Background: an optimization exercise with open tools, aiming at small area, a short achievable clock period and few clock cycles per item. Do not read the settings as production practice.
The RTL of this run was laid out without a check of its function.

`run.sh`:
```
#!/bin/bash
# synth_recipe.tcl (not shown) runs the flow's synth.tcl, then flattens the netlist and writes it again
# the make line also repeats each setting of config.mk as NAME=value (left out here)
make -C /OpenROAD-flow-scripts/flow DESIGN_CONFIG=/design/flow/config.mk WORK_HOME=/design/flow/orfs CLKGATE_MAP_FILE= SYNTH_SCRIPT=/design/flow/synth_recipe.tcl finish
```
`design.v`:
```
module controller
#(
    parameter IO_BW=32
)
(
    input signed [IO_BW-1:0] x,
    input signed [IO_BW-1:0] y,
    input [2:0] mode,
    input [1:0] phase_mode,
    input valid_in,
    output reg signed [IO_BW-1:0] result,
    output reg valid_out
);
localparam SIN = 3'd0, COS = 3'd1, SIN2 = 3'd2, COS2 = 3'd3, SINCOS = 3'd4;
always@(*) begin
    valid_out = 0;
    result = 0;
    if(valid_in) begin
        case(mode)
            SIN  : begin
		if(phase_mode[1]) result = -y >>>12;
		else result = y>>>12;
	    end
            COS  : begin
		if(phase_mode[1]^phase_mode[0]) result = -x >>>12;
		else result = x >>>12;
	    end
            SIN2 : begin 
		if(phase_mode[1]^phase_mode[0]) result = (32'h10000000 + x)>>>13;
		else result = (32'h10000000 - x)>>>13; 
	    end
            COS2 : begin 
		if(phase_mode[1]^phase_mode[0]) result = (32'h10000000 - x) >>>13;
		else result = (32'h10000000 + x)>>>13; 
	    end
            SINCOS:begin
		if(phase_mode[1]) result = -y>>>13;
		else result = y>>>13;
	    end
	    default: begin result = 0; end
        endcase
        valid_out = 1;
    end
end
endmodule
module cordic_engine
#(
    parameter IO_BW=32
)
(
    clk,
    rst_n,
    phase,
    mode,
    pop,
    valid_in,
    valid_out,
    result
);
input   clk;
input   rst_n;
input   valid_in;
input   [IO_BW-1:0] phase;
input   [2:0] mode;
output reg [IO_BW-1:0] result;
output reg valid_out;
output reg pop;
reg valid_in_reg;
reg [IO_BW-1:0] phase_reg;
reg [2:0] mode_reg; 
reg [31:0] compute_phase, compute_phase_reg;
reg [1:0] phase_mode; 
wire valid_out_reg;
wire [IO_BW-1:0] result_reg;
localparam PHASE_SHIFT = 21;
localparam ITER_NUM = 15;
integer i,j,k,l;
reg signed [IO_BW-1:0] x_in [0:ITER_NUM];
reg signed [IO_BW-1:0] y_in [0:ITER_NUM];
reg signed [IO_BW-1:0] z_in [0:ITER_NUM];
reg [1:0] phase_mode_in [0:ITER_NUM+1];
reg [2:0] mode_in [0:ITER_NUM+1];
reg valid_cp [0:ITER_NUM+1];
reg [31:0] phase_new; 
wire [31:0] arctan_table [0:ITER_NUM-1];
assign arctan_table[0] = 32'hb400000; 
assign arctan_table[1] = 32'h6a429cc; 
assign arctan_table[2] = 32'h38251d0; 
assign arctan_table[3] = 32'h1c80044; 
assign arctan_table[4] = 32'h0e4e2a9; 
assign arctan_table[5] = 32'h0728de5; 
assign arctan_table[6] = 32'h0394a86; 
assign arctan_table[7] = 32'h01ca5b5; 
assign arctan_table[8] = 32'h00e52e9; 
assign arctan_table[9] = 32'h0072976; 
assign arctan_table[10]= 32'h00394bb; 
assign arctan_table[11]= 32'h001ca5d; 
assign arctan_table[12]= 32'h000e52e; 
assign arctan_table[13]= 32'h0007297; 
assign arctan_table[14]= 32'h000394b; 
always@(posedge clk) begin
    if(!rst_n) begin
        valid_in_reg <= 0;
        phase_reg <= 0;
        mode_reg <= 0;
        valid_out <= 0;
        pop <= 1;
        result <= 0;
    end
    else begin
        valid_in_reg <= valid_in;
        phase_reg <= phase;
        mode_reg <= mode;
        valid_out <= valid_out_reg;
        pop <= 0;
        result <= result_reg;
    end
end
always@(*) begin
    if(mode_reg>1) begin
	if(phase_reg <<< 1 >= 720) phase_new = (phase_reg <<< 1) - 720;
	else phase_new = phase_reg <<< 1;
    end
    else phase_new = phase_reg;
    if(phase_new <= 180) begin
	compute_phase = phase_new;
	phase_mode = 0;
    end
    else if (phase_new <= 360) begin
	compute_phase = 360 - phase_new;
	phase_mode = 1;
    end
    else if (phase_new <= 540) begin
	compute_phase = phase_new - 360;
	phase_mode = 2;
    end
    else begin
	compute_phase = 720 - phase_new;
	phase_mode = 3;
    end
    compute_phase_reg = compute_phase <<< PHASE_SHIFT;
end
always@(posedge clk) begin
	if(~rst_n) begin
		for(i=0;i<=ITER_NUM;i=i+1) valid_cp[i]<=0;
	end
	else begin
		valid_cp[0] <= valid_in_reg;
		for(j=0;j<ITER_NUM;j=j+1) begin
			valid_cp[j+1]<=valid_cp[j];
		end
	end
end
always@(posedge clk) begin
	phase_mode_in[0] <= phase_mode;
	mode_in[0] <= mode_reg;
	for(l=0;l<ITER_NUM;l=l+1) begin
		phase_mode_in[l+1]<=phase_mode_in[l];
		mode_in[l+1]<=mode_in[l];
	end
end
always@(posedge clk) begin
	x_in[0] <= 32'h09B74000;
	y_in[0] <= 32'h00000000;
	z_in[0] <= compute_phase_reg;
	for(k=0;k<ITER_NUM;k=k+1) begin
		if( z_in[k] >= 0) begin
	    		x_in[k+1] <= x_in[k] - (y_in[k]>>>k);
	    		y_in[k+1] <= y_in[k] + (x_in[k]>>>k);
	    		z_in[k+1] <= z_in[k] - arctan_table[k];
		end
		else begin
	    		x_in[k+1] <= x_in[k] + (y_in[k]>>>k);
	    		y_in[k+1] <= y_in[k] - (x_in[k]>>>k);
	    		z_in[k+1] <= z_in[k] + arctan_table[k];
		end
	end
end
controller controller (
    .x(x_in[ITER_NUM]), 
    .y(y_in[ITER_NUM]), 
    .mode(mode_in[ITER_NUM]), 
    .phase_mode(phase_mode_in[ITER_NUM]),
    .valid_in(valid_cp[ITER_NUM]), 
    .result(result_reg), 
    .valid_out(valid_out_reg)
);
endmodule
```
`constraint.sdc`:
```
create_clock -name core_clock -period 6.0 [get_ports {clk}]
set_input_delay 1.2000 -clock core_clock [delete_from_list [all_inputs] [get_ports {clk}]]
set_output_delay 1.2000 -clock core_clock [all_outputs]
set_load 0.01 [all_outputs]
```
`config.mk`:
```
export PLATFORM = sky130hd
export DESIGN_NAME = cordic_engine
export DESIGN_NICKNAME = cordic_engine
export VERILOG_FILES = /design/flow/design.v
export SDC_FILE = /design/flow/constraint.sdc
export NUM_CORES = 4
export LEC_CHECK = 0
export CAP_MARGIN = 20
export CORE_MARGIN = 2
export CORE_UTILIZATION = 40
export PLACE_DENSITY = 0.6
export SLEW_MARGIN = 20
```
==> flow_metrics.env <==
export IMPL_status="complete, no violations"
export IMPL_largest_register="y_in"
export IMPL_syn_area_per_cell_um2=8.724
export IMPL_cts_setup_buffers=0
export IMPL_initial_utilization_pct=40.29
export IMPL_drv_slew=0
export IMPL_setup_tns_final_ps=0
export IMPL_vias=72712
export IMPL_min_delay_path_depth=0
export IMPL_placed_area_um2=93920
export IMPL_dieHeight_um=477.7
export IMPL_top_regs="y_in x409, x_in x399, z_in x371"
export IMPL_placedCellCount=13214
export IMPL_finalHoldViolCount=0
export IMPL_worst_pin_slew_ps=988.3
export IMPL_nets=11602
export IMPL_syn2layout_area_growth_pct=10.71
export IMPL_die_area_um2=228200
export IMPL_syn_num_nets=11492
export IMPL_io_pins=72
export IMPL_dp_hpwl_um=186300
export IMPL_path_clk_slew_ps=60
export IMPL_synth_seq_cells=1333
export IMPL_largest_register_ffs=409
export IMPL_cts_root_buffer="clkbuf_16"
export IMPL_synthFlopType="dfxtp_1"
export IMPL_grt_max_degree=68
export IMPL_clock_skew_final_ps=41.08
export IMPL_worstSkewPairLatency_ps=800
export IMPL_final_common_cell="dfxtp_1"
export IMPL_syn_cell_area_um2=89750
export IMPL_cp_depth=19
export IMPL_cts_sinks=1333
export IMPL_ys_warn_count=14
export IMPL_grt_usage_pct=19.62
export IMPL_cpMaxStageDelayCell="o41ai_1"
export IMPL_slew_headroom_pct=32.41
export IMPL_antenna_found_initial=3
export IMPL_path_buf_inv=0
export IMPL_wire_per_inst_um=17.06
export IMPL_routed_wl_um=230200
export IMPL_synth_edf_count=0
export IMPL_synth_cell_types=100
export IMPL_maxCapViolCount=0
export IMPL_via_per_inst=5.388
export IMPL_grt_pass1_wl_um=370600
export IMPL_row_count=173
export IMPL_ant_nets=0
export IMPL_fin_crit_sh_pct=88.30
export IMPL_first_iter_violations=3945
export IMPL_syn_instance_count=10287
export IMPL_worstSetupStartpointType="flip-flop"
export IMPL_final_cell_mix="1323 x dfxtp_1, 1126 x ha_1, 978 x xnor2_1, 768 x a21oi_1, 752 x nor2_1"
export IMPL_gp_congestion=0.9037
export IMPL_cts_made_buffers=156
export IMPL_rsz0062_at_grt="false"
export IMPL_cp_end_kind="flip-flop"
export IMPL_cts_buffer_depth=3
export IMPL_path_class="reg2reg"
export IMPL_utilization_pct=44.61
export IMPL_ctsResizeCount=0
export IMPL_path_max_fanout=7
export IMPL_grt_overflow=0
export IMPL_yosysSeqAreaShare_pct=29.73
export IMPL_finalSetupViolCount=0
export IMPL_drc=0
export IMPL_async_flop_share_pct=0
export IMPL_core_area_um2=222700
export IMPL_portBuffers=71
export IMPL_period_minus_slack_ps=5298
export IMPL_critPathArrivalTime_ps=5980
export IMPL_htreeDepth=4
export IMPL_clock_fmax_mhz=188.7
export IMPL_r2r_cells=19
export IMPL_drtPass1Iterations=6
export IMPL_path_cells="or4_1 -> or2_2 -> or4_1 -> or2_2 -> o31ai_1 -> xnor2_1 -> ha_1 -> a21oi_1 -> o21a_1 -> o21ai_0 -> a21oi_1 -> a21oi_1 -> o41ai_1 -> o31ai_1 -> o2111ai_1 -> nand3_1 -> nor2_1 -> a21oi_1 -> xnor2_1"
export IMPL_hold_buffers=0
export IMPL_tritoncts="built"
export IMPL_fin_area_um2=99360
export IMPL_final_instance_count_excl_fill=13495
export IMPL_grt_pass1_vias=71082
export IMPL_cpMostUsedCell="a21oi_1"
export IMPL_hold_class="reg2reg"
export IMPL_path_delay_family="compound AO/OA/AOI/OAI gates"
export IMPL_required_ps=6680
export IMPL_die_w_um=477.7
export IMPL_drive_gt1_share_pct=4.601
export IMPL_cp_slowest_stage_delay_ps=640
## metal layers
layer	track usage (%)	routed length, um	vias to the layer above
met1	23.93	102500	33867
li1	-	-	37149
met4	6.776	7752	0
met3	2.188	7508	377
met2	35.45	112500	1319
met5	0	0	-
## final timing paths
path                       from            end  slack [ps]
setup / recovery     x_in[5][9]    y_in[6][31]         700
hold / removal    mode_in[3][0]  mode_in[4][0]         320
setup reg to reg     x_in[5][9]    y_in[6][31]         700
hold reg to reg   mode_in[3][0]  mode_in[4][0]         320
## stage by stage
step / hold WS [ps] / worst slack (ps)
global placement: 310.2 / 638.6
floorplan: 309.6 / 227.3
global route: 326.0 / 127.9
finish: 321.0 / 701.8
CTS: 323.1 / 705.3
detailed placement: 312.1 / 755.2
## cell type report
type / count / area (um2)
tap: 2975 / 3722
antenna: 1 / 2.502
clock inverter: 81 / 1139
multi-input combinational: 8361 / 60790
sequential: 1333 / 26700
timing repair buffer: 122 / 1126
inverter: 423 / 1588
clock buffer: 199 / 4297
fill: 21438 / 123400
## cells by family after synthesis
logic type	Yosys count	share of synthesized area [%]
buf+inv	593	2.550
compound gates	2883	20.61
simple gates	2760	15.27
fa+ha+maj	1168	16.62
flops	1333	29.73
other cells	1	0.004178
xor+xnor	1491	14.55
mux	58	0.6622
## cell usage after synthesis (all sizes together), types with 24 or more instances
| cell type | count | area [um2] |
|---|---|---|
| and2 | 129 | 807.0 |
| o31ai | 146 | 1110 |
| xnor2 | 978 | 8566 |
| a21o | 306 | 2297 |
| buf | 26 | 160.2 |
| o211ai | 51 | 387.9 |
| nand2b | 168 | 1051 |
| o21bai | 144 | 1081 |
| or4 | 58 | 439.2 |
| o21a | 166 | 1246 |
| fa | 41 | 820.8 |
| or3 | 139 | 869.6 |
| ha | 1126 | 14090 |
| clkbuf | 144 | 540.5 |
| or2 | 84 | 525.5 |
| xor2 | 513 | 4493 |
| o2111ai | 25 | 219.0 |
| a211oi | 83 | 623.1 |
| inv | 422 | 1584 |
| nor3b | 26 | 200.2 |
| nor2b | 160 | 1001 |
| o31a | 29 | 254.0 |
| dfxtp | 1333 | 26690 |
| a31oi | 90 | 563.0 |
| nand2 | 589 | 2218 |
| mux2i | 47 | 470.5 |
| nor3 | 222 | 1116 |
| a21oi | 769 | 3852 |
| a2111oi | 24 | 210.2 |
| and3 | 79 | 494.2 |
| nand3 | 196 | 980.9 |
| nor4 | 55 | 380.4 |
| a221oi | 26 | 227.7 |
| nor2 | 753 | 2829 |
| nand3b | 32 | 240.2 |
| a21boi | 55 | 412.9 |
| o21ai | 668 | 3347 |
| o22ai | 31 | 193.9 |
| o41ai | 72 | 630.6 |
| nand4 | 35 | 225.2 |

[re-timing with driven ports]
No port has a modelled driver above. Below, the same layout with a new extraction and two added sets of constraints. Step 1: set_driving_cell puts a clkbuf_16 on clk and a buf_2 on each other input, an assumption about the parent block. Step 2 also shifts input and output timing later by t, the mid clock arrival at the registers, as if the neighbouring blocks saw the same clock. Slacks: ideal ports / drivers / drivers and shift; pairs: ideal ports / drivers.
t, ns: 0.873
slack for setup (ns): 0.702 / 0.702 / 0.702
worst setup path after step 2: register to register
worst register clock-pin slew, ns: 0.06 / 0.06
pins driven straight from the clock port: 1
After both steps setup and hold are still met in this run. For this run, drivers alone change the setup slack by 0.000 ns; drivers and shift together by 0.000 ns.
